Background: an optimization exercise with open tools, aiming at small area and a short achievable clock period. Do not read the settings as production practice.
Only simulation tests tie the RTL to the original design; equivalence was not proved.
Power figures rest on the tool's default switching activity, not on a simulated workload.

### design/flow/config.mk
export PLATFORM = sky130hd
export DESIGN_NAME = add1
export DESIGN_NICKNAME = add1
export VERILOG_FILES = /design/flow/design.v
export SDC_FILE = /design/flow/constraint.sdc
export NUM_CORES = 4
export LEC_CHECK = 0
export CAP_MARGIN = 20
export CORE_MARGIN = 2
export CORE_UTILIZATION = 60
export PLACE_DENSITY = 0.75
export SETUP_SLACK_MARGIN = 1.5
export SLEW_MARGIN = 20
### design/flow/constraint.sdc
create_clock -name core_clock -period 8.5 [get_ports {clk}]
set_input_delay 1.7000 -clock core_clock [delete_from_list [all_inputs] [get_ports {clk}]]
set_output_delay 1.7000 -clock core_clock [all_outputs]
set_load 0.01 [all_outputs]
### design/flow/design.v
module add1(
	input clk,
	input operation,
	input [15:0] x,y,
	output [15:0] z,
	input [2:0]counter
	);
wire xs = x[15], ys = y[15];
wire [4:0] xe = x[14:10], ye = y[14:10];
wire [10:0] X = {1'b1, x[9:0]};
wire [10:0] Y = {1'b1, y[9:0]};
reg z_sign;
reg [4:0] z_exp;
reg [9:0] z_m;
assign z = {z_sign, z_exp, z_m};
wire [9:0] xm = x[9:0], ym = y[9:0];
wire ppn0_0 = ~(xm[0] & ym[0]);
wire ppn0_1 = ~(xm[0] & ym[1]);
wire ppn0_2 = ~(xm[0] & ym[2]);
wire ppn0_3 = ~(xm[0] & ym[3]);
wire ppn0_4 = ~(xm[0] & ym[4]);
wire ppn0_5 = ~(xm[0] & ym[5]);
wire ppn0_6 = ~(xm[0] & ym[6]);
wire ppn0_7 = ~(xm[0] & ym[7]);
wire ppn0_8 = ~(xm[0] & ym[8]);
wire ppn0_9 = ~(xm[0] & ym[9]);
wire ppn1_0 = ~(xm[1] & ym[0]);
wire ppn1_1 = ~(xm[1] & ym[1]);
wire ppn1_2 = ~(xm[1] & ym[2]);
wire ppn1_3 = ~(xm[1] & ym[3]);
wire ppn1_4 = ~(xm[1] & ym[4]);
wire ppn1_5 = ~(xm[1] & ym[5]);
wire ppn1_6 = ~(xm[1] & ym[6]);
wire ppn1_7 = ~(xm[1] & ym[7]);
wire ppn1_8 = ~(xm[1] & ym[8]);
wire ppn1_9 = ~(xm[1] & ym[9]);
wire ppn2_0 = ~(xm[2] & ym[0]);
wire ppn2_1 = ~(xm[2] & ym[1]);
wire ppn2_2 = ~(xm[2] & ym[2]);
wire ppn2_3 = ~(xm[2] & ym[3]);
wire ppn2_4 = ~(xm[2] & ym[4]);
wire ppn2_5 = ~(xm[2] & ym[5]);
wire ppn2_6 = ~(xm[2] & ym[6]);
wire ppn2_7 = ~(xm[2] & ym[7]);
wire ppn2_8 = ~(xm[2] & ym[8]);
wire ppn2_9 = ~(xm[2] & ym[9]);
wire ppn3_0 = ~(xm[3] & ym[0]);
wire ppn3_1 = ~(xm[3] & ym[1]);
wire ppn3_2 = ~(xm[3] & ym[2]);
wire ppn3_3 = ~(xm[3] & ym[3]);
wire ppn3_4 = ~(xm[3] & ym[4]);
wire ppn3_5 = ~(xm[3] & ym[5]);
wire ppn3_6 = ~(xm[3] & ym[6]);
wire ppn3_7 = ~(xm[3] & ym[7]);
wire ppn3_8 = ~(xm[3] & ym[8]);
wire ppn3_9 = ~(xm[3] & ym[9]);
wire ppn4_0 = ~(xm[4] & ym[0]);
wire ppn4_1 = ~(xm[4] & ym[1]);
wire ppn4_2 = ~(xm[4] & ym[2]);
wire ppn4_3 = ~(xm[4] & ym[3]);
wire ppn4_4 = ~(xm[4] & ym[4]);
wire ppn4_5 = ~(xm[4] & ym[5]);
wire ppn4_6 = ~(xm[4] & ym[6]);
wire ppn4_7 = ~(xm[4] & ym[7]);
wire ppn4_8 = ~(xm[4] & ym[8]);
wire ppn4_9 = ~(xm[4] & ym[9]);
wire ppn5_0 = ~(xm[5] & ym[0]);
wire ppn5_1 = ~(xm[5] & ym[1]);
wire ppn5_2 = ~(xm[5] & ym[2]);
wire ppn5_3 = ~(xm[5] & ym[3]);
wire ppn5_4 = ~(xm[5] & ym[4]);
wire ppn5_5 = ~(xm[5] & ym[5]);
wire ppn5_6 = ~(xm[5] & ym[6]);
wire ppn5_7 = ~(xm[5] & ym[7]);
wire ppn5_8 = ~(xm[5] & ym[8]);
wire ppn5_9 = ~(xm[5] & ym[9]);
wire ppn6_0 = ~(xm[6] & ym[0]);
wire ppn6_1 = ~(xm[6] & ym[1]);
wire ppn6_2 = ~(xm[6] & ym[2]);
wire ppn6_3 = ~(xm[6] & ym[3]);
wire ppn6_4 = ~(xm[6] & ym[4]);
wire ppn6_5 = ~(xm[6] & ym[5]);
wire ppn6_6 = ~(xm[6] & ym[6]);
wire ppn6_7 = ~(xm[6] & ym[7]);
wire ppn6_8 = ~(xm[6] & ym[8]);
wire ppn6_9 = ~(xm[6] & ym[9]);
wire ppn7_0 = ~(xm[7] & ym[0]);
wire ppn7_1 = ~(xm[7] & ym[1]);
wire ppn7_2 = ~(xm[7] & ym[2]);
wire ppn7_3 = ~(xm[7] & ym[3]);
wire ppn7_4 = ~(xm[7] & ym[4]);
wire ppn7_5 = ~(xm[7] & ym[5]);
wire ppn7_6 = ~(xm[7] & ym[6]);
wire ppn7_7 = ~(xm[7] & ym[7]);
wire ppn7_8 = ~(xm[7] & ym[8]);
wire ppn7_9 = ~(xm[7] & ym[9]);
wire ppn8_0 = ~(xm[8] & ym[0]);
wire ppn8_1 = ~(xm[8] & ym[1]);
wire ppn8_2 = ~(xm[8] & ym[2]);
wire ppn8_3 = ~(xm[8] & ym[3]);
wire ppn8_4 = ~(xm[8] & ym[4]);
wire ppn8_5 = ~(xm[8] & ym[5]);
wire ppn8_6 = ~(xm[8] & ym[6]);
wire ppn8_7 = ~(xm[8] & ym[7]);
wire ppn8_8 = ~(xm[8] & ym[8]);
wire ppn8_9 = ~(xm[8] & ym[9]);
wire ppn9_0 = ~(xm[9] & ym[0]);
wire ppn9_1 = ~(xm[9] & ym[1]);
wire ppn9_2 = ~(xm[9] & ym[2]);
wire ppn9_3 = ~(xm[9] & ym[3]);
wire ppn9_4 = ~(xm[9] & ym[4]);
wire ppn9_5 = ~(xm[9] & ym[5]);
wire ppn9_6 = ~(xm[9] & ym[6]);
wire ppn9_7 = ~(xm[9] & ym[7]);
wire ppn9_8 = ~(xm[9] & ym[8]);
wire ppn9_9 = ~(xm[9] & ym[9]);
wire [9:0] xmn = ~xm, ymn = ~ym;
wire tn1 = ~(ppn0_9 ^ ppn1_8);
wire tn2 = ppn0_9 | ppn1_8;
wire tn3, tn4;
add1_fa u_tn3 (.A(ppn1_9), .B(ppn2_8), .CIN(ppn3_7), .COUT(tn4), .SUM(tn3));
wire tn5 = ~(ppn4_6 ^ ppn5_5);
wire tn6 = ppn4_6 | ppn5_5;
wire tn7, tn8;
add1_fa u_tn7 (.A(ppn2_9), .B(ppn3_8), .CIN(ppn4_7), .COUT(tn8), .SUM(tn7));
wire tn9 = ~(ppn5_6 ^ ppn6_5);
wire tn10 = ppn5_6 | ppn6_5;
wire tn11, tn12;
add1_fa u_tn11 (.A(ppn3_9), .B(ppn4_8), .CIN(ppn5_7), .COUT(tn12), .SUM(tn11));
wire tn13 = ~(ppn0_6 ^ ppn1_5);
wire tn14 = ppn0_6 | ppn1_5;
wire tn15, tn16;
add1_fa u_tn15 (.A(ppn0_7), .B(ppn1_6), .CIN(ppn2_5), .COUT(tn16), .SUM(tn15));
wire tn17 = ~(ppn3_4 ^ ppn4_3);
wire tn18 = ppn3_4 | ppn4_3;
wire tn19, tn20;
add1_fa u_tn19 (.A(ppn0_8), .B(ppn1_7), .CIN(ppn2_6), .COUT(tn20), .SUM(tn19));
wire tn21, tn22;
add1_fa u_tn21 (.A(ppn3_5), .B(ppn4_4), .CIN(ppn5_3), .COUT(tn22), .SUM(tn21));
wire tn23 = ~(ppn6_2 ^ ppn7_1);
wire tn24 = ppn6_2 | ppn7_1;
wire tn25, tn26;
add1_fa u_tn25 (.A(ppn2_7), .B(ppn3_6), .CIN(ppn4_5), .COUT(tn26), .SUM(tn25));
wire tn27, tn28;
add1_fa u_tn27 (.A(ppn5_4), .B(ppn6_3), .CIN(ppn7_2), .COUT(tn28), .SUM(tn27));
wire tn29, tn30;
add1_fa u_tn29 (.A(ppn8_1), .B(ppn9_0), .CIN(tn1), .COUT(tn30), .SUM(tn29));
wire tn31, tn32;
add1_fa u_tn31 (.A(ppn6_4), .B(ppn7_3), .CIN(ppn8_2), .COUT(tn32), .SUM(tn31));
wire tn33, tn34;
add1_fa u_tn33 (.A(ppn9_1), .B(xmn[0]), .CIN(ymn[0]), .COUT(tn34), .SUM(tn33));
wire tn35, tn36;
add1_fa u_tn35 (.A(tn2), .B(tn3), .CIN(tn5), .COUT(tn36), .SUM(tn35));
wire tn37, tn38;
add1_fa u_tn37 (.A(ppn7_4), .B(ppn8_3), .CIN(ppn9_2), .COUT(tn38), .SUM(tn37));
wire tn39, tn40;
add1_fa u_tn39 (.A(xmn[1]), .B(ymn[1]), .CIN(tn4), .COUT(tn40), .SUM(tn39));
wire tn41, tn42;
add1_fa u_tn41 (.A(tn6), .B(tn7), .CIN(tn9), .COUT(tn42), .SUM(tn41));
wire tn43, tn44;
add1_fa u_tn43 (.A(ppn6_6), .B(ppn7_5), .CIN(ppn8_4), .COUT(tn44), .SUM(tn43));
wire tn45, tn46;
add1_fa u_tn45 (.A(ppn9_3), .B(xmn[2]), .CIN(ymn[2]), .COUT(tn46), .SUM(tn45));
wire tn47, tn48;
add1_fa u_tn47 (.A(tn8), .B(tn10), .CIN(tn11), .COUT(tn48), .SUM(tn47));
wire tn49, tn50;
add1_fa u_tn49 (.A(ppn4_9), .B(ppn5_8), .CIN(ppn6_7), .COUT(tn50), .SUM(tn49));
wire tn51, tn52;
add1_fa u_tn51 (.A(ppn7_6), .B(ppn8_5), .CIN(ppn9_4), .COUT(tn52), .SUM(tn51));
wire tn53, tn54;
add1_fa u_tn53 (.A(xmn[3]), .B(ymn[3]), .CIN(tn12), .COUT(tn54), .SUM(tn53));
wire tn55, tn56;
add1_fa u_tn55 (.A(ppn5_9), .B(ppn6_8), .CIN(ppn7_7), .COUT(tn56), .SUM(tn55));
wire tn57, tn58;
add1_fa u_tn57 (.A(ppn8_6), .B(ppn9_5), .CIN(xmn[4]), .COUT(tn58), .SUM(tn57));
wire tn59, tn60;
add1_fa u_tn59 (.A(ppn6_9), .B(ppn7_8), .CIN(ppn8_7), .COUT(tn60), .SUM(tn59));
wire tn61 = ~(ppn0_4 ^ ppn1_3);
wire tn62 = ppn0_4 | ppn1_3;
wire tn63, tn64;
add1_fa u_tn63 (.A(ppn0_5), .B(ppn1_4), .CIN(ppn2_3), .COUT(tn64), .SUM(tn63));
wire tn65 = ~(ppn3_2 ^ ppn4_1);
wire tn66 = ppn3_2 | ppn4_1;
wire tn67, tn68;
add1_fa u_tn67 (.A(ppn2_4), .B(ppn3_3), .CIN(ppn4_2), .COUT(tn68), .SUM(tn67));
wire tn69, tn70;
add1_fa u_tn69 (.A(ppn5_1), .B(ppn6_0), .CIN(tn13), .COUT(tn70), .SUM(tn69));
wire tn71, tn72;
add1_fa u_tn71 (.A(ppn5_2), .B(ppn6_1), .CIN(ppn7_0), .COUT(tn72), .SUM(tn71));
wire tn73, tn74;
add1_fa u_tn73 (.A(tn14), .B(tn15), .CIN(tn17), .COUT(tn74), .SUM(tn73));
wire tn75, tn76;
add1_fa u_tn75 (.A(ppn8_0), .B(tn16), .CIN(tn18), .COUT(tn76), .SUM(tn75));
wire tn77, tn78;
add1_fa u_tn77 (.A(tn19), .B(tn21), .CIN(tn23), .COUT(tn78), .SUM(tn77));
wire tn79, tn80;
add1_fa u_tn79 (.A(tn20), .B(tn22), .CIN(tn24), .COUT(tn80), .SUM(tn79));
wire tn81, tn82;
add1_fa u_tn81 (.A(tn25), .B(tn27), .CIN(tn29), .COUT(tn82), .SUM(tn81));
wire tn83, tn84;
add1_fa u_tn83 (.A(tn26), .B(tn28), .CIN(tn30), .COUT(tn84), .SUM(tn83));
wire tn85, tn86;
add1_fa u_tn85 (.A(tn31), .B(tn33), .CIN(tn35), .COUT(tn86), .SUM(tn85));
wire tn87, tn88;
add1_fa u_tn87 (.A(tn32), .B(tn34), .CIN(tn36), .COUT(tn88), .SUM(tn87));
wire tn89, tn90;
add1_fa u_tn89 (.A(tn37), .B(tn39), .CIN(tn41), .COUT(tn90), .SUM(tn89));
wire tn91, tn92;
add1_fa u_tn91 (.A(tn38), .B(tn40), .CIN(tn42), .COUT(tn92), .SUM(tn91));
wire tn93, tn94;
add1_fa u_tn93 (.A(tn43), .B(tn45), .CIN(tn47), .COUT(tn94), .SUM(tn93));
wire tn95, tn96;
add1_fa u_tn95 (.A(tn44), .B(tn46), .CIN(tn48), .COUT(tn96), .SUM(tn95));
wire tn97, tn98;
add1_fa u_tn97 (.A(tn49), .B(tn51), .CIN(tn53), .COUT(tn98), .SUM(tn97));
wire tn99, tn100;
add1_fa u_tn99 (.A(ymn[4]), .B(tn50), .CIN(tn52), .COUT(tn100), .SUM(tn99));
wire tn101, tn102;
add1_fa u_tn101 (.A(tn54), .B(tn55), .CIN(tn57), .COUT(tn102), .SUM(tn101));
wire tn103, tn104;
add1_fa u_tn103 (.A(ppn9_6), .B(xmn[5]), .CIN(ymn[5]), .COUT(tn104), .SUM(tn103));
wire tn105, tn106;
add1_fa u_tn105 (.A(tn56), .B(tn58), .CIN(tn59), .COUT(tn106), .SUM(tn105));
wire tn107, tn108;
add1_fa u_tn107 (.A(ppn7_9), .B(ppn8_8), .CIN(ppn9_7), .COUT(tn108), .SUM(tn107));
wire tn109, tn110;
add1_fa u_tn109 (.A(xmn[6]), .B(ymn[6]), .CIN(tn60), .COUT(tn110), .SUM(tn109));
wire tn111, tn112;
add1_fa u_tn111 (.A(ppn8_9), .B(ppn9_8), .CIN(xmn[7]), .COUT(tn112), .SUM(tn111));
wire tn113 = ~(ppn0_3 ^ ppn1_2);
wire tn114 = ppn0_3 | ppn1_2;
wire tn115, tn116;
add1_fa u_tn115 (.A(ppn2_2), .B(ppn3_1), .CIN(ppn4_0), .COUT(tn116), .SUM(tn115));
wire tn117, tn118;
add1_fa u_tn117 (.A(ppn5_0), .B(tn62), .CIN(tn63), .COUT(tn118), .SUM(tn117));
wire tn119, tn120;
add1_fa u_tn119 (.A(tn64), .B(tn66), .CIN(tn67), .COUT(tn120), .SUM(tn119));
wire tn121, tn122;
add1_fa u_tn121 (.A(tn68), .B(tn70), .CIN(tn71), .COUT(tn122), .SUM(tn121));
wire tn123, tn124;
add1_fa u_tn123 (.A(tn72), .B(tn74), .CIN(tn75), .COUT(tn124), .SUM(tn123));
wire tn125, tn126;
add1_fa u_tn125 (.A(tn76), .B(tn78), .CIN(tn79), .COUT(tn126), .SUM(tn125));
wire tn127, tn128;
add1_fa u_tn127 (.A(tn80), .B(tn82), .CIN(tn83), .COUT(tn128), .SUM(tn127));
wire tn129, tn130;
add1_fa u_tn129 (.A(tn84), .B(tn86), .CIN(tn87), .COUT(tn130), .SUM(tn129));
wire tn131, tn132;
add1_fa u_tn131 (.A(tn88), .B(tn90), .CIN(tn91), .COUT(tn132), .SUM(tn131));
wire tn133, tn134;
add1_fa u_tn133 (.A(tn92), .B(tn94), .CIN(tn95), .COUT(tn134), .SUM(tn133));
wire tn135, tn136;
add1_fa u_tn135 (.A(tn96), .B(tn98), .CIN(tn99), .COUT(tn136), .SUM(tn135));
wire tn137, tn138;
add1_fa u_tn137 (.A(tn100), .B(tn102), .CIN(tn103), .COUT(tn138), .SUM(tn137));
wire tn139, tn140;
add1_fa u_tn139 (.A(tn104), .B(tn106), .CIN(tn107), .COUT(tn140), .SUM(tn139));
wire tn141, tn142;
add1_fa u_tn141 (.A(ymn[7]), .B(tn108), .CIN(tn110), .COUT(tn142), .SUM(tn141));
wire tn143, tn144;
add1_fa u_tn143 (.A(ppn9_9), .B(xmn[8]), .CIN(ymn[8]), .COUT(tn144), .SUM(tn143));
wire tn145 = ~(ppn0_2 ^ ppn1_1);
wire tn146 = ppn0_2 | ppn1_1;
wire tn147, tn148;
add1_fa u_tn147 (.A(ppn2_1), .B(ppn3_0), .CIN(tn113), .COUT(tn148), .SUM(tn147));
wire tn149, tn150;
add1_fa u_tn149 (.A(tn61), .B(tn114), .CIN(tn115), .COUT(tn150), .SUM(tn149));
wire tn151, tn152;
add1_fa u_tn151 (.A(tn65), .B(tn116), .CIN(tn117), .COUT(tn152), .SUM(tn151));
wire tn153, tn154;
add1_fa u_tn153 (.A(tn69), .B(tn118), .CIN(tn119), .COUT(tn154), .SUM(tn153));
wire tn155, tn156;
add1_fa u_tn155 (.A(tn73), .B(tn120), .CIN(tn121), .COUT(tn156), .SUM(tn155));
wire tn157, tn158;
add1_fa u_tn157 (.A(tn77), .B(tn122), .CIN(tn123), .COUT(tn158), .SUM(tn157));
wire tn159, tn160;
add1_fa u_tn159 (.A(tn81), .B(tn124), .CIN(tn125), .COUT(tn160), .SUM(tn159));
wire tn161, tn162;
add1_fa u_tn161 (.A(tn85), .B(tn126), .CIN(tn127), .COUT(tn162), .SUM(tn161));
wire tn163, tn164;
add1_fa u_tn163 (.A(tn89), .B(tn128), .CIN(tn129), .COUT(tn164), .SUM(tn163));
wire tn165, tn166;
add1_fa u_tn165 (.A(tn93), .B(tn130), .CIN(tn131), .COUT(tn166), .SUM(tn165));
wire tn167, tn168;
add1_fa u_tn167 (.A(tn97), .B(tn132), .CIN(tn133), .COUT(tn168), .SUM(tn167));
wire tn169, tn170;
add1_fa u_tn169 (.A(tn101), .B(tn134), .CIN(tn135), .COUT(tn170), .SUM(tn169));
wire tn171, tn172;
add1_fa u_tn171 (.A(tn105), .B(tn136), .CIN(tn137), .COUT(tn172), .SUM(tn171));
wire tn173, tn174;
add1_fa u_tn173 (.A(tn109), .B(tn138), .CIN(tn139), .COUT(tn174), .SUM(tn173));
wire tn175, tn176;
add1_fa u_tn175 (.A(tn111), .B(tn140), .CIN(tn141), .COUT(tn176), .SUM(tn175));
wire tn177, tn178;
add1_fa u_tn177 (.A(tn112), .B(tn142), .CIN(tn143), .COUT(tn178), .SUM(tn177));
wire tn179, tn180;
add1_fa u_tn179 (.A(xmn[9]), .B(ymn[9]), .CIN(tn144), .COUT(tn180), .SUM(tn179));
wire [21:0] mr0 = {1'b0, ~tn180, ~tn178, ~tn176, ~tn174, ~tn172, ~tn170, ~tn168, ~tn166, ~tn164, ~tn162, ~tn160, ~tn158, ~tn156, ~tn154, ~tn152, ~tn150, ~tn148, ~tn146, ~ppn2_0, ~ppn0_1, ~ppn0_0};
wire [21:0] mr1 = {1'b0, 1'b1, ~tn179, ~tn177, ~tn175, ~tn173, ~tn171, ~tn169, ~tn167, ~tn165, ~tn163, ~tn161, ~tn159, ~tn157, ~tn155, ~tn153, ~tn151, ~tn149, ~tn147, ~tn145, ~ppn1_0, 1'b0};
wire [4:0] m_e0 = xe + ye + 5'd17;
wire [4:0] m_e1 = xe + ye + 5'd18;
wire [9:0] m_man;
wire [4:0] m_exp;
add1_mcpa u_mcpa (.mr0(mr0), .mr1(mr1), .e0(m_e0), .e1(m_e1), .m_man(m_man), .m_exp(m_exp));
wire m_zero = (x == 16'h0000) | (y == 16'h0000);
wire [5:0] dxy = {1'b0, xe} - {1'b0, ye};
wire lt = dxy[5];                           
wire gt = ~dxy[5] & (dxy[4:0] != 5'd0);     
wire [4:0] dyxm1 = ~dxy[4:0];
wire [10:0] B = lt ? Y : X;
wire [10:0] Xsh = {1'b0, X[10:1]} >> dyxm1;
wire [10:0] Ysh = Y >> dxy[4:0];
wire [10:0] S = lt ? Xsh : Ysh;
wire [4:0] ea = lt ? ye : xe;
wire sa = gt ? xs : (lt ? ys : 1'b0);
wire negB = lt ? ys : xs;
wire diff = xs ^ ys;
wire invS = diff & negB;        
wire invB = diff & ~negB;       
wire cin = diff;
wire [11:0] Sx = {1'b0, S} ^ {12{invS}};
wire [11:0] Ba = {1'b0, B} ^ {12{invB}};
wire ac_g0 = Ba[0] & Sx[0];
wire ac_p0 = Ba[0] ^ Sx[0];
wire ac_g1 = Ba[1] & Sx[1];
wire ac_p1 = Ba[1] ^ Sx[1];
wire ac_g2 = Ba[2] & Sx[2];
wire ac_p2 = Ba[2] ^ Sx[2];
wire ac_g3 = Ba[3] & Sx[3];
wire ac_p3 = Ba[3] ^ Sx[3];
wire ac_g4 = Ba[4] & Sx[4];
wire ac_p4 = Ba[4] ^ Sx[4];
wire ac_g5 = Ba[5] & Sx[5];
wire ac_p5 = Ba[5] ^ Sx[5];
wire ac_g6 = Ba[6] & Sx[6];
wire ac_p6 = Ba[6] ^ Sx[6];
wire ac_g7 = Ba[7] & Sx[7];
wire ac_p7 = Ba[7] ^ Sx[7];
wire ac_g8 = Ba[8] & Sx[8];
wire ac_p8 = Ba[8] ^ Sx[8];
wire ac_g9 = Ba[9] & Sx[9];
wire ac_p9 = Ba[9] ^ Sx[9];
wire ac_g10 = Ba[10] & Sx[10];
wire ac_p10 = Ba[10] ^ Sx[10];
wire ac_g11 = Ba[11] & Sx[11];
wire ac_p11 = Ba[11] ^ Sx[11];
wire ac_G0c = ac_g0 | (ac_p0 & cin);
wire ac_G0_1 = ac_g1 | (ac_p1 & ac_G0c);
wire ac_P0_1 = ac_p1 & ac_p0;
wire ac_G0_3 = ac_g3 | (ac_p3 & ac_g2);
wire ac_P0_3 = ac_p3 & ac_p2;
wire ac_G0_5 = ac_g5 | (ac_p5 & ac_g4);
wire ac_P0_5 = ac_p5 & ac_p4;
wire ac_G0_7 = ac_g7 | (ac_p7 & ac_g6);
wire ac_P0_7 = ac_p7 & ac_p6;
wire ac_G0_9 = ac_g9 | (ac_p9 & ac_g8);
wire ac_P0_9 = ac_p9 & ac_p8;
wire ac_G0_11 = ac_g11 | (ac_p11 & ac_g10);
wire ac_P0_11 = ac_p11 & ac_p10;
wire ac_G1_2 = ac_g2 | (ac_p2 & ac_G0_1);
wire ac_P1_2 = ac_p2 & ac_P0_1;
wire ac_G1_3 = ac_G0_3 | (ac_P0_3 & ac_G0_1);
wire ac_P1_3 = ac_P0_3 & ac_P0_1;
wire ac_G1_6 = ac_g6 | (ac_p6 & ac_G0_5);
wire ac_P1_6 = ac_p6 & ac_P0_5;
wire ac_G1_7 = ac_G0_7 | (ac_P0_7 & ac_G0_5);
wire ac_P1_7 = ac_P0_7 & ac_P0_5;
wire ac_G1_10 = ac_g10 | (ac_p10 & ac_G0_9);
wire ac_P1_10 = ac_p10 & ac_P0_9;
wire ac_G1_11 = ac_G0_11 | (ac_P0_11 & ac_G0_9);
wire ac_P1_11 = ac_P0_11 & ac_P0_9;
wire ac_G2_4 = ac_g4 | (ac_p4 & ac_G1_3);
wire ac_P2_4 = ac_p4 & ac_P1_3;
wire ac_G2_5 = ac_G0_5 | (ac_P0_5 & ac_G1_3);
wire ac_P2_5 = ac_P0_5 & ac_P1_3;
wire ac_G2_6 = ac_G1_6 | (ac_P1_6 & ac_G1_3);
wire ac_P2_6 = ac_P1_6 & ac_P1_3;
wire ac_G2_7 = ac_G1_7 | (ac_P1_7 & ac_G1_3);
wire ac_P2_7 = ac_P1_7 & ac_P1_3;
wire ac_G3_8 = ac_g8 | (ac_p8 & ac_G2_7);
wire ac_P3_8 = ac_p8 & ac_P2_7;
wire ac_G3_9 = ac_G0_9 | (ac_P0_9 & ac_G2_7);
wire ac_P3_9 = ac_P0_9 & ac_P2_7;
wire ac_G3_10 = ac_G1_10 | (ac_P1_10 & ac_G2_7);
wire ac_P3_10 = ac_P1_10 & ac_P2_7;
wire ac_G3_11 = ac_G1_11 | (ac_P1_11 & ac_G2_7);
wire ac_P3_11 = ac_P1_11 & ac_P2_7;
wire [11:0] sum = {(ac_p11 ^ ac_G3_10), (ac_p10 ^ ac_G3_9), (ac_p9 ^ ac_G3_8), (ac_p8 ^ ac_G2_7), (ac_p7 ^ ac_G2_6), (ac_p6 ^ ac_G2_5), (ac_p5 ^ ac_G2_4), (ac_p4 ^ ac_G1_3), (ac_p3 ^ ac_G1_2), (ac_p2 ^ ac_G0_1), (ac_p1 ^ ac_G0c), (ac_p0 ^ cin)};
wire Szero = lt ? (dyxm1 > 5'd9) : (dxy[4:0] > 5'd10);
wire [11:0] H = {sum[11] & ~(invB & Szero), sum[10:0]};
reg [9:0] a_man;
reg [4:0] a_exp;
reg a_keep;
always @* begin
	a_keep = 1'b0;
	a_man = H[9:0];
	a_exp = ea;
	if (H[11]) begin
		a_man = H[10:1] + {9'd0, H[0]};
		a_exp = ea + 5'd1;
	end else if (H[10]) begin
		a_man = H[9:0];
	end else if (H[9]) begin
		a_man = {H[8:0], 1'b0};
		a_exp = ea - 5'd1;
	end else if (H[8]) begin
		a_man = H[9:0];
		a_exp = ea - 5'd2;
	end else begin
		a_keep = 1'b1;
	end
	if (H == 12'd0 && !sa) begin
		a_exp = 5'd0;
		a_man = 10'd0;
		a_keep = 1'b0;
	end
end
wire a_zero = (x == 16'h0000) & (y == 16'h0000);
always @(posedge clk) begin
	if (counter == 3'd0) begin
		if (operation) begin
			z_sign <= m_zero ? 1'b0 : xs ^ ys;
			z_exp <= m_zero ? 5'd0 : m_exp;
			z_m <= m_zero ? 10'd0 : m_man;
		end else begin
			z_sign <= a_zero ? 1'b0 : sa;
			z_exp <= a_zero ? 5'd0 : a_exp;
			if (a_zero) z_m <= 10'd0;
			else if (!a_keep) z_m <= a_man;
		end
	end
end
endmodule
module add1_mcpa(input [21:0] mr0, input [21:0] mr1, input [4:0] e0, input [4:0] e1,
                 output [9:0] m_man, output [4:0] m_exp);
wire mc_g0 = mr0[0] & mr1[0];
wire mc_p0 = mr0[0] ^ mr1[0];
wire mc_g1 = mr0[1] & mr1[1];
wire mc_p1 = mr0[1] ^ mr1[1];
wire mc_g2 = mr0[2] & mr1[2];
wire mc_p2 = mr0[2] ^ mr1[2];
wire mc_g3 = mr0[3] & mr1[3];
wire mc_p3 = mr0[3] ^ mr1[3];
wire mc_g4 = mr0[4] & mr1[4];
wire mc_p4 = mr0[4] ^ mr1[4];
wire mc_g5 = mr0[5] & mr1[5];
wire mc_p5 = mr0[5] ^ mr1[5];
wire mc_g6 = mr0[6] & mr1[6];
wire mc_p6 = mr0[6] ^ mr1[6];
wire mc_g7 = mr0[7] & mr1[7];
wire mc_p7 = mr0[7] ^ mr1[7];
wire mc_g8 = mr0[8] & mr1[8];
wire mc_p8 = mr0[8] ^ mr1[8];
wire mc_g9 = mr0[9] & mr1[9];
wire mc_p9 = mr0[9] ^ mr1[9];
wire mc_g10 = mr0[10] & mr1[10];
wire mc_p10 = mr0[10] ^ mr1[10];
wire mc_g11 = mr0[11] & mr1[11];
wire mc_p11 = mr0[11] ^ mr1[11];
wire mc_g12 = mr0[12] & mr1[12];
wire mc_p12 = mr0[12] ^ mr1[12];
wire mc_g13 = mr0[13] & mr1[13];
wire mc_p13 = mr0[13] ^ mr1[13];
wire mc_g14 = mr0[14] & mr1[14];
wire mc_p14 = mr0[14] ^ mr1[14];
wire mc_g15 = mr0[15] & mr1[15];
wire mc_p15 = mr0[15] ^ mr1[15];
wire mc_g16 = mr0[16] & mr1[16];
wire mc_p16 = mr0[16] ^ mr1[16];
wire mc_g17 = mr0[17] & mr1[17];
wire mc_p17 = mr0[17] ^ mr1[17];
wire mc_g18 = mr0[18] & mr1[18];
wire mc_p18 = mr0[18] ^ mr1[18];
wire mc_g19 = mr0[19] & mr1[19];
wire mc_p19 = mr0[19] ^ mr1[19];
wire mc_g20 = mr0[20] & mr1[20];
wire mc_p20 = mr0[20] ^ mr1[20];
wire mc_g21 = mr0[21] & mr1[21];
wire mc_p21 = mr0[21] ^ mr1[21];
wire mc_G0_1 = mc_g1 | (mc_p1 & mc_g0);
wire mc_P0_1 = mc_p1 & mc_p0;
wire mc_G0_3 = mc_g3 | (mc_p3 & mc_g2);
wire mc_P0_3 = mc_p3 & mc_p2;
wire mc_G0_5 = mc_g5 | (mc_p5 & mc_g4);
wire mc_P0_5 = mc_p5 & mc_p4;
wire mc_G0_7 = mc_g7 | (mc_p7 & mc_g6);
wire mc_P0_7 = mc_p7 & mc_p6;
wire mc_G0_9 = mc_g9 | (mc_p9 & mc_g8);
wire mc_P0_9 = mc_p9 & mc_p8;
wire mc_G0_11 = mc_g11 | (mc_p11 & mc_g10);
wire mc_P0_11 = mc_p11 & mc_p10;
wire mc_G0_13 = mc_g13 | (mc_p13 & mc_g12);
wire mc_P0_13 = mc_p13 & mc_p12;
wire mc_G0_15 = mc_g15 | (mc_p15 & mc_g14);
wire mc_P0_15 = mc_p15 & mc_p14;
wire mc_G0_17 = mc_g17 | (mc_p17 & mc_g16);
wire mc_P0_17 = mc_p17 & mc_p16;
wire mc_G0_19 = mc_g19 | (mc_p19 & mc_g18);
wire mc_P0_19 = mc_p19 & mc_p18;
wire mc_G0_21 = mc_g21 | (mc_p21 & mc_g20);
wire mc_P0_21 = mc_p21 & mc_p20;
wire mc_G1_2 = mc_g2 | (mc_p2 & mc_G0_1);
wire mc_P1_2 = mc_p2 & mc_P0_1;
wire mc_G1_3 = mc_G0_3 | (mc_P0_3 & mc_G0_1);
wire mc_P1_3 = mc_P0_3 & mc_P0_1;
wire mc_G1_6 = mc_g6 | (mc_p6 & mc_G0_5);
wire mc_P1_6 = mc_p6 & mc_P0_5;
wire mc_G1_7 = mc_G0_7 | (mc_P0_7 & mc_G0_5);
wire mc_P1_7 = mc_P0_7 & mc_P0_5;
wire mc_G1_10 = mc_g10 | (mc_p10 & mc_G0_9);
wire mc_P1_10 = mc_p10 & mc_P0_9;
wire mc_G1_11 = mc_G0_11 | (mc_P0_11 & mc_G0_9);
wire mc_P1_11 = mc_P0_11 & mc_P0_9;
wire mc_G1_14 = mc_g14 | (mc_p14 & mc_G0_13);
wire mc_P1_14 = mc_p14 & mc_P0_13;
wire mc_G1_15 = mc_G0_15 | (mc_P0_15 & mc_G0_13);
wire mc_P1_15 = mc_P0_15 & mc_P0_13;
wire mc_G1_18 = mc_g18 | (mc_p18 & mc_G0_17);
wire mc_P1_18 = mc_p18 & mc_P0_17;
wire mc_G1_19 = mc_G0_19 | (mc_P0_19 & mc_G0_17);
wire mc_P1_19 = mc_P0_19 & mc_P0_17;
wire mc_G2_4 = mc_g4 | (mc_p4 & mc_G1_3);
wire mc_P2_4 = mc_p4 & mc_P1_3;
wire mc_G2_5 = mc_G0_5 | (mc_P0_5 & mc_G1_3);
wire mc_P2_5 = mc_P0_5 & mc_P1_3;
wire mc_G2_6 = mc_G1_6 | (mc_P1_6 & mc_G1_3);
wire mc_P2_6 = mc_P1_6 & mc_P1_3;
wire mc_G2_7 = mc_G1_7 | (mc_P1_7 & mc_G1_3);
wire mc_P2_7 = mc_P1_7 & mc_P1_3;
wire mc_G2_12 = mc_g12 | (mc_p12 & mc_G1_11);
wire mc_P2_12 = mc_p12 & mc_P1_11;
wire mc_G2_13 = mc_G0_13 | (mc_P0_13 & mc_G1_11);
wire mc_P2_13 = mc_P0_13 & mc_P1_11;
wire mc_G2_14 = mc_G1_14 | (mc_P1_14 & mc_G1_11);
wire mc_P2_14 = mc_P1_14 & mc_P1_11;
wire mc_G2_15 = mc_G1_15 | (mc_P1_15 & mc_G1_11);
wire mc_P2_15 = mc_P1_15 & mc_P1_11;
wire mc_G2_20 = mc_g20 | (mc_p20 & mc_G1_19);
wire mc_P2_20 = mc_p20 & mc_P1_19;
wire mc_G2_21 = mc_G0_21 | (mc_P0_21 & mc_G1_19);
wire mc_P2_21 = mc_P0_21 & mc_P1_19;
wire mc_G3_8 = mc_g8 | (mc_p8 & mc_G2_7);
wire mc_P3_8 = mc_p8 & mc_P2_7;
wire mc_G3_9 = mc_G0_9 | (mc_P0_9 & mc_G2_7);
wire mc_P3_9 = mc_P0_9 & mc_P2_7;
wire mc_G3_10 = mc_G1_10 | (mc_P1_10 & mc_G2_7);
wire mc_P3_10 = mc_P1_10 & mc_P2_7;
wire mc_G3_11 = mc_G1_11 | (mc_P1_11 & mc_G2_7);
wire mc_P3_11 = mc_P1_11 & mc_P2_7;
wire mc_G3_12 = mc_G2_12 | (mc_P2_12 & mc_G2_7);
wire mc_P3_12 = mc_P2_12 & mc_P2_7;
wire mc_G3_13 = mc_G2_13 | (mc_P2_13 & mc_G2_7);
wire mc_P3_13 = mc_P2_13 & mc_P2_7;
wire mc_G3_14 = mc_G2_14 | (mc_P2_14 & mc_G2_7);
wire mc_P3_14 = mc_P2_14 & mc_P2_7;
wire mc_G3_15 = mc_G2_15 | (mc_P2_15 & mc_G2_7);
wire mc_P3_15 = mc_P2_15 & mc_P2_7;
wire mc_G4_16 = mc_g16 | (mc_p16 & mc_G3_15);
wire mc_P4_16 = mc_p16 & mc_P3_15;
wire mc_G4_17 = mc_G0_17 | (mc_P0_17 & mc_G3_15);
wire mc_P4_17 = mc_P0_17 & mc_P3_15;
wire mc_G4_18 = mc_G1_18 | (mc_P1_18 & mc_G3_15);
wire mc_P4_18 = mc_P1_18 & mc_P3_15;
wire mc_G4_19 = mc_G1_19 | (mc_P1_19 & mc_G3_15);
wire mc_P4_19 = mc_P1_19 & mc_P3_15;
wire mc_G4_20 = mc_G2_20 | (mc_P2_20 & mc_G3_15);
wire mc_P4_20 = mc_P2_20 & mc_P3_15;
wire mc_G4_21 = mc_G2_21 | (mc_P2_21 & mc_G3_15);
wire mc_P4_21 = mc_P2_21 & mc_P3_15;
wire [21:0] P = {(mc_p21 ^ mc_G4_20), (mc_p20 ^ mc_G4_19), (mc_p19 ^ mc_G4_18), (mc_p18 ^ mc_G4_17), (mc_p17 ^ mc_G4_16), (mc_p16 ^ mc_G3_15), (mc_p15 ^ mc_G3_14), (mc_p14 ^ mc_G3_13), (mc_p13 ^ mc_G3_12), (mc_p12 ^ mc_G3_11), (mc_p11 ^ mc_G3_10), (mc_p10 ^ mc_G3_9), (mc_p9 ^ mc_G3_8), (mc_p8 ^ mc_G2_7), (mc_p7 ^ mc_G2_6), (mc_p6 ^ mc_G2_5), (mc_p5 ^ mc_G2_4), (mc_p4 ^ mc_G1_3), (mc_p3 ^ mc_G1_2), (mc_p2 ^ mc_G0_1), (mc_p1 ^ mc_g0), (mc_p0 ^ 1'b0)};
wire mh = P[21];
assign m_man = mh ? P[20:11] : P[19:10];
assign m_exp = mh ? e1 : e0;
endmodule
module add1_fa(input A, input B, input CIN, output COUT, output SUM);
assign SUM = A ^ B ^ CIN;
assign COUT = (A & B) | (A & CIN) | (B & CIN);
endmodule
### design/flow/flow/run.sh
#!/bin/bash
# Own layout flow: the standard ORFS flow (standard.sh) with these changes:
#  - synthesis is synth_recipe.tcl with ORFS synth.tcl patched by flow/patch_synth.py:
#    the RTL's full adder module add1_fa becomes the library full adder cell, no other
#    adder extraction, modules kept apart until after ABC (synth_recipe.tcl flattens them
#    at the end), and ABC maps add1_mcpa (the multiplier's final adder) with
#    flow/abc_fast.script and the rest with flow/abc.script;
#  - ports are buffered with sky130_fd_sc_hd__buf_1.
# The registers and their names are those of the standard synthesis.
# Each tool's output goes to a log in this folder (and ORFS's own logs under orfs/logs).
set -euo pipefail
W=$PWD
python3 flow/patch_synth.py "$FLOW_HOME/scripts/synth.tcl" "$W/flow_synth_mod.tcl" > patch.log 2>&1
sed "s#source \$::env(SCRIPTS_DIR)/synth.tcl#source $W/flow_synth_mod.tcl#" synth_recipe.tcl > flow_synth.tcl
grep -q "flow_synth_mod.tcl" flow_synth.tcl
export MY_ABC_SCRIPT=$W/flow/abc.script
export MY_ABC_SCRIPT_FAST=$W/flow/abc_fast.script
export MY_FAST_MODULES=add1_mcpa
bash standard.sh SYNTH_SCRIPT=$W/flow_synth.tcl synth > flow_synth.log 2>&1
bash standard.sh SYNTH_SCRIPT=$W/flow_synth.tcl "BUFFER_PORTS_ARGS=-buffer_cell sky130_fd_sc_hd__buf_1" finish > flow_layout.log 2>&1
test -f out/final.def
### design/flow/flow/abc.script
strash
dch
map -D 4500
buffer -c
topo
stime -c
upsize -c
dnsize -c
### design/flow/flow/abc_fast.script
strash
dch
map -D 1500
buffer -c
topo
stime -c
upsize -c
dnsize -c
### design/flow/flow/patch_synth.py
import sys
s = open(sys.argv[1]).read()
def rep(old, new):
    global s
    assert s.count(old) == 1, old
    s = s.replace(old, new)
# the design's full adder module (add1_fa) becomes the library's full adder cell
rep("hierarchy -check -top $::env(DESIGN_NAME)\n",
    "hierarchy -check -top $::env(DESIGN_NAME)\n"
    "chtype -map add1_fa sky130_fd_sc_hd__fa_1\n"
    "hierarchy -check -top $::env(DESIGN_NAME)\n")
# keep the design's modules apart until after ABC (synth_recipe.tcl flattens at the end)
rep("  synth -flatten -run :fine {*}$synth_full_args\n", "  synth -run :fine {*}$synth_full_args\n")
# no other adder extraction
rep("  extract_fa {*}[dont_use_extract_fa_args]\n", "")
# final ABC mapping: the fast modules with one script, the rest with another
rep("  log_cmd abc {*}$abc_args\n",
    "  foreach m $::env(MY_FAST_MODULES) {\n"
    "    log_cmd abc {*}[lreplace $abc_args 1 1 $::env(MY_ABC_SCRIPT_FAST)] $m\n"
    "  }\n"
    "  log_cmd abc {*}[lreplace $abc_args 1 1 $::env(MY_ABC_SCRIPT)] $::env(DESIGN_NAME)\n")
open(sys.argv[2], 'w').write(s)
### design/flow/standard.sh
#!/bin/bash
# synth_recipe.tcl (not shown) runs the flow's synth.tcl, then flattens the netlist and writes it again
# the make line also repeats each setting of config.mk as NAME=value (left out here)
make -C /OpenROAD-flow-scripts/flow DESIGN_CONFIG=/design/flow/config.mk WORK_HOME=/design/flow/orfs CLKGATE_MAP_FILE= SYNTH_SCRIPT=/design/flow/synth_recipe.tcl "${@:-finish}"
==> impl_metrics.csv, run 1 <==
group,metric,value,unit
clocking,htreeDepth,1,
timing,relSlewSlack,0.385,
logic_synthesis,ys_seq_elements,16,
grt,overflow,0,
grt,grt_max_degree,37,
run_status,outcome,"timing/DRC/antenna clean",
route,routed_via_density,5.80,
timing,tightest_slew,0.916,ns
die,start_util,0.609,
logic_synthesis,synth_area_per_cell,6.67,um^2
logic_synthesis,synth_warnings,1,
route,drt_iter0_drc,561,
timing,finalSetupViolations,0,
cells_and_area,regArea,480,um^2
timing,fmax,150,MHz
timing,fin_crit_sh,0.783,
die,fp.dieH,108,um
timing,finalMaxSlewViolations,0,
min_path,min_path_cells,2,
logic_synthesis,synthCells,977,
die,core,0.0107,mm^2
route,drtAntennaViolNets,0,
cells_and_area,fin_util,0.647,
cells_and_area,final_cell_mix,"nand2_1, inv_1, nor2_1, fa_1, o21ai_0",
power,leakagePower,3.05,nW
timing,tns,0,ns
placement,gp_congestion,0.959,
grt,grtUsageTotal,0.325,
clocking,cts_root_buffer,"clkbuf_8",
critical_path,crit_slowest_cell,"xor2_2",
clocking,hold_buffers,0,
die,die_area,0.0117,mm^2
power,ir_drop,0.000360,V
timing,rsz0062_at_grt,"no",
die,num_rows,38,
route,wl_per_cell,15.9,um
clocking,clock_sinks,16,
critical_path,crit_path_end_kind,"flip-flop",
clocking,cts_buffers,3,
route,drc,0,
route,vias,6684,
critical_path,crit_arrival,6.63,ns
clocking,cts_buffer_depth,2,
min_path,hold_class,"in -> reg",
logic_synthesis,netlist_area,0.00651,mm^2
critical_path,worstSetupStartpointType,"input pin",
placement,io_buffers,52,
min_path,min_from,"counter[1]",
grt,antenna_found_initial,0,
placement,postPlaceCellArea,0.00673,mm^2
timing,finalHoldViolCount,0,
cells_and_area,multi_input_area,0.00534,mm^2
min_path,min_to,"z_exp[3]",
cells_and_area,stdcell_area,0.00692,mm^2
critical_path,crit_top_cell,"inv_2",
critical_path,cp_slowest_stage_delay,0.36,ns
cells_and_area,synthToLayoutAreaGrowth,6.32,%
cells_and_area,drive_above_1_share,0.101,
die,io_pins,53,
placement,dp.final_hpwl,14.3,mm
critical_path,cp_max_fo,15,
route,first_pass_iters,5,
placement,dpl.cell_count,1138,
power,power_density,259,mW/mm^2
cells_and_area,diodes,0,
cells_and_area,final_nets,1130,
clocking,cts.clk_slew.worst_paths,0.07,ns
cells_and_area,final_common_cell,"nand2_1",
critical_path,cp_data_required_time,8.48,ns
timing,period_needed,6.65,ns
logic_synthesis,synth_seq_area_share,0.0738,
route,wirelength,18.3,mm
die,die_w,108,um
cells_and_area,final-instance-count-excl-fill,1152,
grt,grt_pass1_wl,30.1,mm
logic_synthesis,synthDistinctLibCells,62,
power,power,0.00179,W
run,drv_cap,0,
critical_path,critPathKind,"in -> reg",
grt,grt_pass1_vias,6192,
cells_and_area,n_fill_cell,1043,
clocking,cts_tree,"done",
metrics by stage:
step | hold WS (ns) | setup slack [ns]
2_1_floorplan | 1.92 | 2.17
3_3_place_gp | 2.10 | 1.04
3_5_place_dp | 2.10 | 0.866
4_1_cts | 1.86 | 1.51
5_1_grt | 1.88 | 1.43
6_report | 1.85 | 1.85
repair_timing:
item                                    4_1_cts  5_1_grt
hold endpoints to repair                      0        0
pin swaps                                     0        4
cloned                                        0        1
resized for setup                             5       16
endpoints found under the setup margin       13       25
buffers inserted                              0        9
per-module statistics from Yosys, one instance, submodules excluded:
module,cell area (um^2),times used,cells inside
add1,5630,1,813
add1_mcpa,882,1,164
worst max-delay path, delay by kind of cell:
family | cells | cell delay, ns
XOR/XNOR | 3 | 0.74
buffers and inverters | 7 | 0.66
AND/OR/NAND/NOR | 18 | 2.27
AO/OA/AOI/OAI | 9 | 1.25
flip-flops by register name (all words and copies together), names as in the netlist:
| signal | flops |
|---|---|
| z_m | 10 |
| z_exp | 5 |
| z_sign | 1 |
metal layers:
| layer | global-route usage | part of all wire | up-vias | wire length [um] |
|---|---|---|---|---|
| li1 | - | - | 3197 | - |
| met1 | 0.435 | 0.41 | 3111 | 7470 |
| met2 | 0.565 | 0.49 | 328 | 8920 |
| met3 | 0.0223 | 0.074 | 48 | 1360 |
| met4 | 0.102 | 0.032 | 0 | 584 |
| met5 | 0 | 0 | - | 0 |
cells by family (layout without fill, tap and decap cells):
family	count (synthesis)	after routing	share of synthesized area
simple gates	448	449	0.311
buf+inv	188	219	0.115
compound gates	186	186	0.174
fa+ha+maj	80	80	0.246
xor+xnor	55	55	0.0751
flops	16	16	0.0738
other cells	2	5	0.00115
mux	2	2	0.00307
power breakdown:
| part | internal (W) | switching, W | total, W |
|---|---|---|---|
| Combinational | 0.000582 | 0.00103 | 0.00161 |
| Sequential | 0.000122 | 0.00000320 | 0.000125 |
| Clock | 0.0000320 | 0.0000263 | 0.0000583 |
worst max path at each step:
stage	slack (ns)	cells past startpoint	from	to
3_5_place_dp	0.87	38	y[11]	z_m[8]
6_report	1.85	37	y[11]	z_exp[2]
5_1_grt	1.43	39	x[11]	z_m[1]
2_1_floorplan	2.17	22	x[1]	z_m[1]
3_3_place_gp	1.04	38	x[11]	z_m[0]
4_1_cts	1.51	21	x[3]	z_exp[2]
area by class of cell:
cell class / count / area share
Multi-Input combinational cell: 777 / 0.771
Inverter: 151 / 0.0833
Sequential cell: 16 / 0.0694
Timing Repair Buffer: 64 / 0.0450
Tap cell: 140 / 0.0253
Clock buffer: 3 / 0.00596
Clock inverter: 1 / 0.000542
synthesized netlist by cell type (all sizes together):
library cell / instances / share of area
o21a: 5 / 0.0069
a31oi: 3 / 0.0029
xnor2: 19 / 0.026
inv: 148 / 0.085
o21ai: 86 / 0.067
clkbuf: 23 / 0.013
o22ai: 16 / 0.015
o32ai: 6 / 0.0081
xor2: 36 / 0.050
a21oi: 41 / 0.034
nor4: 13 / 0.019
a22oi: 4 / 0.0054
nand3: 23 / 0.018
o41a: 1 / 0.0017
o211ai: 4 / 0.0054
nand2: 238 / 0.14
clkinv: 3 / 0.0017
edfxtp: 16 / 0.074
o311ai: 1 / 0.0013
or2: 7 / 0.0071
and2: 7 / 0.0073
conb: 2 / 0.0012
a211oi: 7 / 0.0088
nand4: 16 / 0.015
fa: 80 / 0.25
o221ai: 3 / 0.0040
a21boi: 2 / 0.0023
o21bai: 1 / 0.0012
a32oi: 1 / 0.0013
mux2i: 2 / 0.0031
buf: 14 / 0.015
o41ai: 1 / 0.0025
nor2: 130 / 0.090
or3: 1 / 0.00096
nor3: 13 / 0.012
o31ai: 4 / 0.0054
==> run 2: changes to the inputs <==
==> design/flow/flow/abc.script (replaced) <==
strash
dch
map -D 3500
buffer -c
topo
stime -c
upsize -c
dnsize -c
==> impl_metrics.csv, run 2 <==
group,metric,value,unit
logic_synthesis,ys_seq_elements,16,
timing,fin_crit_sh,0.788,
critical_path,cp_slowest_stage_delay,0.61,ns
logic_synthesis,synth_top_family_by_area,"simple AND/OR/NAND/NOR gates",
die,num_rows,38,
grt,grt_pass1_vias,5982,
logic_synthesis,netlist_area,0.00657,mm^2
placement,io_buffers,52,
logic_synthesis,ys_async_sr_fraction,0,
logic_synthesis,synth_top_cell_area_share,0.244,
cells_and_area,stdcell_area,0.00687,mm^2
logic_synthesis,synth_flop_cell,"edfxtp_1",
cells_and_area,final_common_cell,"nand2_1",
logic_synthesis,synth_commonest_cells,"nand2_1, inv_1, nor2_1",
placement,dp.final_hpwl,15.2,mm
cells_and_area,n_fill_cell,1051,
logic_synthesis,synthSimpleGateAreaFrac,0.302,
placement,gp_congestion,0.945,
min_path,min_to,"z_exp[1]",
critical_path,cp-startpoint,"y[3]",
die,io_pins,53,
clocking,cts_buffers,3,
timing,relSlewSlack,0.407,
clocking,cts_root_buffer,"clkbuf_8",
critical_path,crit_chain,"buf_1 -> inv_1 -> fa_1 -> fa_1 -> fa_1 -> fa_1 -> inv_1 -> nor2_1 -> nor2_1 -> nand3_1 -> nor2_1 -> nor4_4 -> o21ai_1 -> nand2_1 -> nand2_2 -> inv_2 -> nand2_1 -> nand2_1 -> inv_1 -> o22ai_1",
die,start_util,0.611,
timing,finalSetupViolations,0,
critical_path,crit_path_end_kind,"flip-flop",
logic_synthesis,synthCells,970,
critical_path,crit_arrival,6.75,ns
timing,tns,0,ns
cells_and_area,final_nets,1110,
logic_synthesis,synth.most_common_cell,"nand2_1",
grt,grt_max_degree,38,
run,drv_cap,0,
critical_path,critPathKind,"in -> reg",
grt,grtUsageTotal,0.332,
cells_and_area,synthToLayoutAreaGrowth,4.55,%
logic_synthesis,yosys.area.top_type,"fa_1",
timing,fmax,149,MHz
cells_and_area,final_cell_mix,"nand2_1, inv_1, nor2_1, fa_1, o21ai_0",
clocking,hold_buffers,0,
run_status,outcome,"timing/DRC/antenna clean",
min_path,hold_class,"in -> reg",
clocking,cts.clk_slew.worst_paths,0.06,ns
power,power_density,274,mW/mm^2
timing,finalHoldViolCount,0,
timing,rsz0062_at_grt,"no",
critical_path,worstSetupStartpointType,"input pin",
logic_synthesis,synth_seq_area_share,0.0731,
clocking,cts_buffer_depth,2,
timing,finalMaxSlewViolations,0,
power,leakagePower,3.02,nW
logic_synthesis,synthDistinctLibCells,62,
route,drt_iter0_drc,709,
min_path,min_from,"counter[2]",
route,drtAntennaViolNets,0,
critical_path,crit_slowest_cell,"buf_1",
timing,period_needed,6.70,ns
critical_path,cp_data_required_time,8.56,ns
logic_synthesis,synth_area_per_cell,6.77,um^2
placement,postPlaceCellArea,0.00677,mm^2
logic_synthesis,synth_edf_count,16,
min_path,min_path_cells,3,
critical_path,crit_top_cell,"fa_1",
power,ir_drop,0.000300,V
die,die_area,0.0118,mm^2
clocking,cts_tree,"done",
logic_synthesis,synth_warnings,1,
logic_synthesis,synth_compound_area_frac,0.176,
logic_synthesis,synthXorXnorAreaFrac,0.0876,
cells_and_area,top_register,"z_m",
clocking,cts_setup_buffers,0,
critical_path,cp_max_fo,20,
grt,overflow,0,
cells_and_area,largest_reg_flops,10,
cells_and_area,diodes,0,
cells_and_area,drive_above_1_share,0.0969,
grt,grt_pass1_wl,30.2,mm
logic_synthesis,synthAdderAreaFrac,0.246,
logic_synthesis,synthTopCellsByArea,"fa_1, nand2_1, edfxtp_1",
route,wl_per_cell,16.9,um
die,die_w,109,um
route,drc,0,
route,first_pass_iters,5,
route,wirelength,19.1,mm
grt,antenna_found_initial,0,
route,routed_via_density,5.82,
cells_and_area,top_regs,"z_m (10), z_exp (5), z_sign (1)",
logic_synthesis,muxShareOfSynthArea,0.00457,
die,core,0.0107,mm^2
die,fp.dieH,109,um
clocking,clock_sinks,16,
route,vias,6580,
timing,tightest_slew,0.889,ns
clocking,htreeDepth,1,
-- run 2: report_power, final --
part	internal [W]	switching, W	total (W)
Sequential	0.000122	0.00000302	0.000125
Clock	0.0000314	0.0000238	0.0000551
Combinational	0.000605	0.00110	0.00170
Total	0.000759	0.00113	0.00189
-- run 2: cell families (layout without fill, tap and decap cells) --
kind of cell    after synthesis  after routing
mux                           3              3
flops                        16             16
simple gates                435            436
compound gates              191            191
xor+xnor                     61             61
other cells                   2              5
fa+ha+maj                    81             81
buf+inv                     181            198
-- run 2: how the worst max path moves through the flow --
stage / slack, ns / to / cells past startpoint
after floorplan: 2.14 / z_m[1] / 22
after global placement: 1.45 / z_m[4] / 35
after detailed placement: 1.19 / z_m[4] / 34
after CTS: 1.62 / z_m[9] / 35
after global routing: 1.48 / z_m[8] / 35
final: 1.80 / z_exp[3] / 20
-- run 2: layout make-up --
| class | instances | area (um^2) | share of cell area |
|---|---|---|---|
| inverters | 142 | 538 | 0.0783 |
| multi-input cells | 777 | 5420 | 0.789 |
| well taps | 140 | 175 | 0.0255 |
| flip-flops and latches | 16 | 480 | 0.0700 |
| clock buffers | 3 | 41.3 | 0.00601 |
| repair buffers | 53 | 216 | 0.0315 |
-- run 2: per-stage QoR --
step / worst slack (ns) / cells / utilization / hold WS, ns / total power, W
4_1_cts: 1.62 / 1130 / 0.634 / 1.89 / 0.00185
3_3_place_gp: 1.45 / 1127 / 0.630 / 2.14 / 0.00176
3_5_place_dp: 1.19 / 1127 / 0.630 / 2.14 / 0.00179
2_1_floorplan: 2.14 / 973 / - / 1.98 / 0.00142
6_report: 1.80 / 1131 / 0.639 / 1.89 / 0.00189
5_1_grt: 1.48 / 1131 / 0.639 / 1.92 / 0.00208
-- run 2: metal layers --
| layer | GRT usage | part of all wire |
|---|---|---|
| met1 | 0.498 | 0.43 |
| met2 | 0.506 | 0.43 |
| met3 | 0.0574 | 0.12 |
| met4 | 0.0641 | 0.024 |
| met5 | 0 | 0 |
-- run 2: critical path: cells and delay by family --
| kind | cells | cell delay, ns |
|---|---|---|
| fa+ha+maj | 4 | 2.03 |
| simple gates | 9 | 1.41 |
| buf+inv | 5 | 1.29 |
| compound gates | 2 | 0.30 |
-- run 2: what timing repair did --
item | CTS | global route
gates cloned | 0 | 1
resized for setup | 1 | 15
setup endpoints to repair | 10 | 25
pin swaps | 0 | 1
endpoints found under the hold margin | 0 | 0
-- run 2: modules after synthesis (local to each module, per instance) --
| module | flops+latches | cells | copies in the design | area (um^2) |
|---|---|---|---|---|
| add1_mcpa | 0 | 164 | 1 | 882 |
| add1 | 16 | 806 | 1 | 5690 |
==> run 3: changes to the inputs <==
==> design/flow/flow/abc.script (replaced) <==
strash
dch
map -D 4500
buffer -c
topo
stime -c
upsize -c
dnsize -c
--- a/design/flow/config.mk
+++ b/design/flow/config.mk
@@ -9,5 +9,5 @@
 export CORE_MARGIN = 2
 export CORE_UTILIZATION = 60
 export PLACE_DENSITY = 0.75
-export SETUP_SLACK_MARGIN = 1.5
+export SETUP_SLACK_MARGIN = 2.0
 export SLEW_MARGIN = 20
==> impl_metrics.csv, run 3 <==
group,metric,value,unit
timing,relSlewSlack,0.383,
cells_and_area,largest_reg_flops,10,
clocking,cts_tree,"done",
die,io_pins,53,
logic_synthesis,synthDistinctLibCells,62,
route,first_pass_iters,8,
grt,grtUsageTotal,0.329,
logic_synthesis,synth_warnings,1,
logic_synthesis,synth_edf_count,16,
power,ir_drop,0.000318,V
power,leakagePower,3.18,nW
logic_synthesis,synth_flop_cell,"edfxtp_1",
critical_path,cp_data_required_time,8.48,ns
timing,tightest_slew,0.919,ns
cells_and_area,stdcell_area,0.00721,mm^2
critical_path,cp_slowest_stage_delay,0.31,ns
route,drtAntennaViolNets,0,
power,power.internal,0.000791,W
power,swShare,0.581,
grt,grt_pass1_wl,30.4,mm
die,num_rows,38,
timing,finalMaxSlewViolations,0,
die,core,0.0107,mm^2
run_status,outcome,"timing/DRC/antenna clean",
logic_synthesis,synth_seq_area_share,0.0738,
route,vias,6722,
clocking,cts_buffers,3,
placement,io_buffers,52,
route,wl_per_cell,16.0,um
clocking,htreeDepth,1,
grt,grt_pass1_vias,6275,
clocking,cts_root_buffer,"clkbuf_8",
die,die_area,0.0117,mm^2
clocking,hold_buffers,0,
critical_path,cp-startpoint,"x[11]",
critical_path,crit_slowest_cell,"o32ai_1",
grt,antenna_found_initial,0,
min_path,min_from,"counter[1]",
power,pwr-share-clk,0.031,
power,p_switching,0.00109,W
clocking,cts_buffer_depth,2,
logic_synthesis,synth_commonest_cells,"nand2_1, inv_1, nor2_1",
logic_synthesis,synth_area_per_cell,6.67,um^2
timing,fmax,160,MHz
logic_synthesis,synth_top_cell_area_share,0.246,
logic_synthesis,synth.most_common_cell,"nand2_1",
critical_path,cp_max_fo,7,
timing,rsz0062_at_grt,"yes",
logic_synthesis,synthTopCellsByArea,"fa_1, nand2_1, edfxtp_1",
timing,fin_crit_sh,0.733,
logic_synthesis,synthCells,977,
critical_path,crit_path_end_kind,"flip-flop",
die,fp.dieH,108,um
power,seq_power_share,0.066,
logic_synthesis,netlist_area,0.00651,mm^2
placement,dp.final_hpwl,14.3,mm
grt,grt_max_degree,37,
clocking,clock_sinks,16,
die,start_util,0.609,
cells_and_area,top_register,"z_m",
cells_and_area,final_cell_mix,"nand2_1, inv_1, nor2_1, fa_1, o21ai_0",
route,routed_via_density,5.76,
cells_and_area,top_regs,"z_m (10), z_exp (5), z_sign (1)",
cells_and_area,n_fill_cell,977,
grt,overflow,0,
min_path,hold_class,"in -> reg",
critical_path,crit_arrival,6.21,ns
cells_and_area,final_common_cell,"nand2_1",
clocking,cts.clk_slew.worst_paths,0.07,ns
run,drv_cap,0,
die,die_w,108,um
route,drt_iter0_drc,556,
route,wirelength,18.7,mm
critical_path,crit_top_cell,"nor2_4",
timing,tns,0,ns
power,power_frac_comb,0.903,
logic_synthesis,ys_async_sr_fraction,0,
timing,finalSetupViolations,0,
placement,postPlaceCellArea,0.00673,mm^2
cells_and_area,drive_above_1_share,0.134,
timing,period_needed,6.23,ns
logic_synthesis,yosys.area.top_type,"fa_1",
timing,finalHoldViolCount,0,
logic_synthesis,ys_seq_elements,16,
critical_path,critPathKind,"in -> reg",
power,power_density,261,mW/mm^2
cells_and_area,synthToLayoutAreaGrowth,10.8,%
cells_and_area,diodes,0,
critical_path,worstSetupStartpointType,"input pin",
cells_and_area,final_nets,1145,
route,drc,0,
placement,gp_congestion,0.959,
==> run 3: changes by cell type in the layout (fill, tap and decap cells not counted), sizes merged, moves of 4 or more <==
cell	before	now
buf	42	64
nand3	12	23
nor2	120	131
nand2	249	239
inv	141	148
o22ai	22	16
xor2	41	36
a211oi	3	7
o211ai	8	4
==> run 3: stage by stage <==
stage,instances,total power (W),util,setup slack [ns],hold WS (ns)
2_1_floorplan,980,0.00137,-,2.17,1.92
3_3_place_gp,1138,0.00167,0.629,1.04,2.10
3_5_place_dp,1138,0.00168,0.629,0.866,2.10
4_1_cts,1147,0.00177,0.644,2.02,1.86
5_1_grt,1167,0.00212,0.674,1.97,1.89
6_report,1167,0.00189,0.674,2.27,1.85
==> run 3: final timing paths <==
check             slack, ns  cells past startpoint  endpoint
setup / recovery       2.27                     34  z_exp[2]
hold / removal         1.85                      2  z_exp[3]
==> run 3: logic make-up (layout without fill, tap and decap cells) <==
family / after synthesis / in the layout / synth area share
AOI/OAI and AO/OA: 186 / 186 / 0.174
xor gates and xnor gates: 55 / 55 / 0.0751
adders and majority gates: 80 / 80 / 0.246
buffers and inverters: 188 / 233 / 0.115
DFF: 16 / 16 / 0.0738
muxes: 2 / 2 / 0.00307
other: 2 / 5 / 0.00115
and+or+nand+nor: 448 / 450 / 0.311
==> run 3: critical path, delay by kind of cell <==
kind / cells / cell delay (ns)
AND/OR/NAND/NOR: 16 / 1.65
buffers and inverters: 6 / 0.74
AO/OA/AOI/OAI: 8 / 1.19
XOR/XNOR: 4 / 0.89
==> run 3: modules after synthesis, one instance, submodules excluded <==
module	flip-flops and latches	copies in the design
add1_mcpa	0	1
add1	16	1
==> run 3: area by class of cell <==
cell class,count,area (um^2),area share
multi-input cells,778,5490,0.760
inverters,151,579,0.0803
flip-flops and latches,16,480,0.0666
repair buffers,78,448,0.0621
well taps,140,175,0.0243
clock buffers,3,41.3,0.00572
clock inverters,1,3.75,0.000520
==> run 3: what timing repair did <==
| action | CTS | global route |
|---|---|---|
| endpoints found under the hold margin | 0 | 0 |
| setup buffers | 4 | 19 |
| resized for setup | 21 | 48 |
| cloned | 1 | 1 |
| pin swaps | 4 | 10 |
| setup endpoints to repair | 25 | 25 |
==> run 3: power by group through the flow <==
stage / Combinational, W / Sequential [W] / Clock (W)
after floorplan: 0.00124 / 0.000134 / 0
after global placement: 0.00155 / 0.000126 / 0
after detailed placement: 0.00155 / 0.000127 / 0
after CTS: 0.00159 / 0.000125 / 0.0000569
after global routing: 0.00193 / 0.000126 / 0.0000597
final: 0.00170 / 0.000125 / 0.0000588
==> run 3: layer usage <==
layer | vias to the layer above | track usage | part of all wire
met5 | - | 0 | 0
met4 | 0 | 0.104 | 0.035
met3 | 55 | 0.0217 | 0.063
met2 | 302 | 0.577 | 0.49
met1 | 3135 | 0.436 | 0.41
li1 | 3230 | - | -

==> port drivers added, routing unchanged <==
How much do the figures lean on ideal ports? The routed layouts below were timed once more, with nothing changed but the port constraints.
Step 1 assumes that a clkbuf_16 drives the clock port and a buf_2 every other input.
Step 2 adds t to the input delays and takes it off the output delays; t is the mean of the earliest and latest rising clock arrival at the registers after step 1. Input paths then give back, and output paths get back, about the clock's delay inside the block.
Three values: ideal ports, drivers, drivers and shift; two values: the first two.
run | t, ns | slack for setup (ns) | worst slew at a driven data input, ns | pins driven straight from the clock port
run 1 | 0.274 | 1.846 / 1.848 / 1.574 | 0.04 | 1
run 2 | 0.268 | 1.803 / 1.800 / 1.532 | 0.07 | 1
run 3 | 0.276 | 2.269 / 2.273 / 1.997 | 0.04 | 1
After both steps every run listed still meets setup and hold.
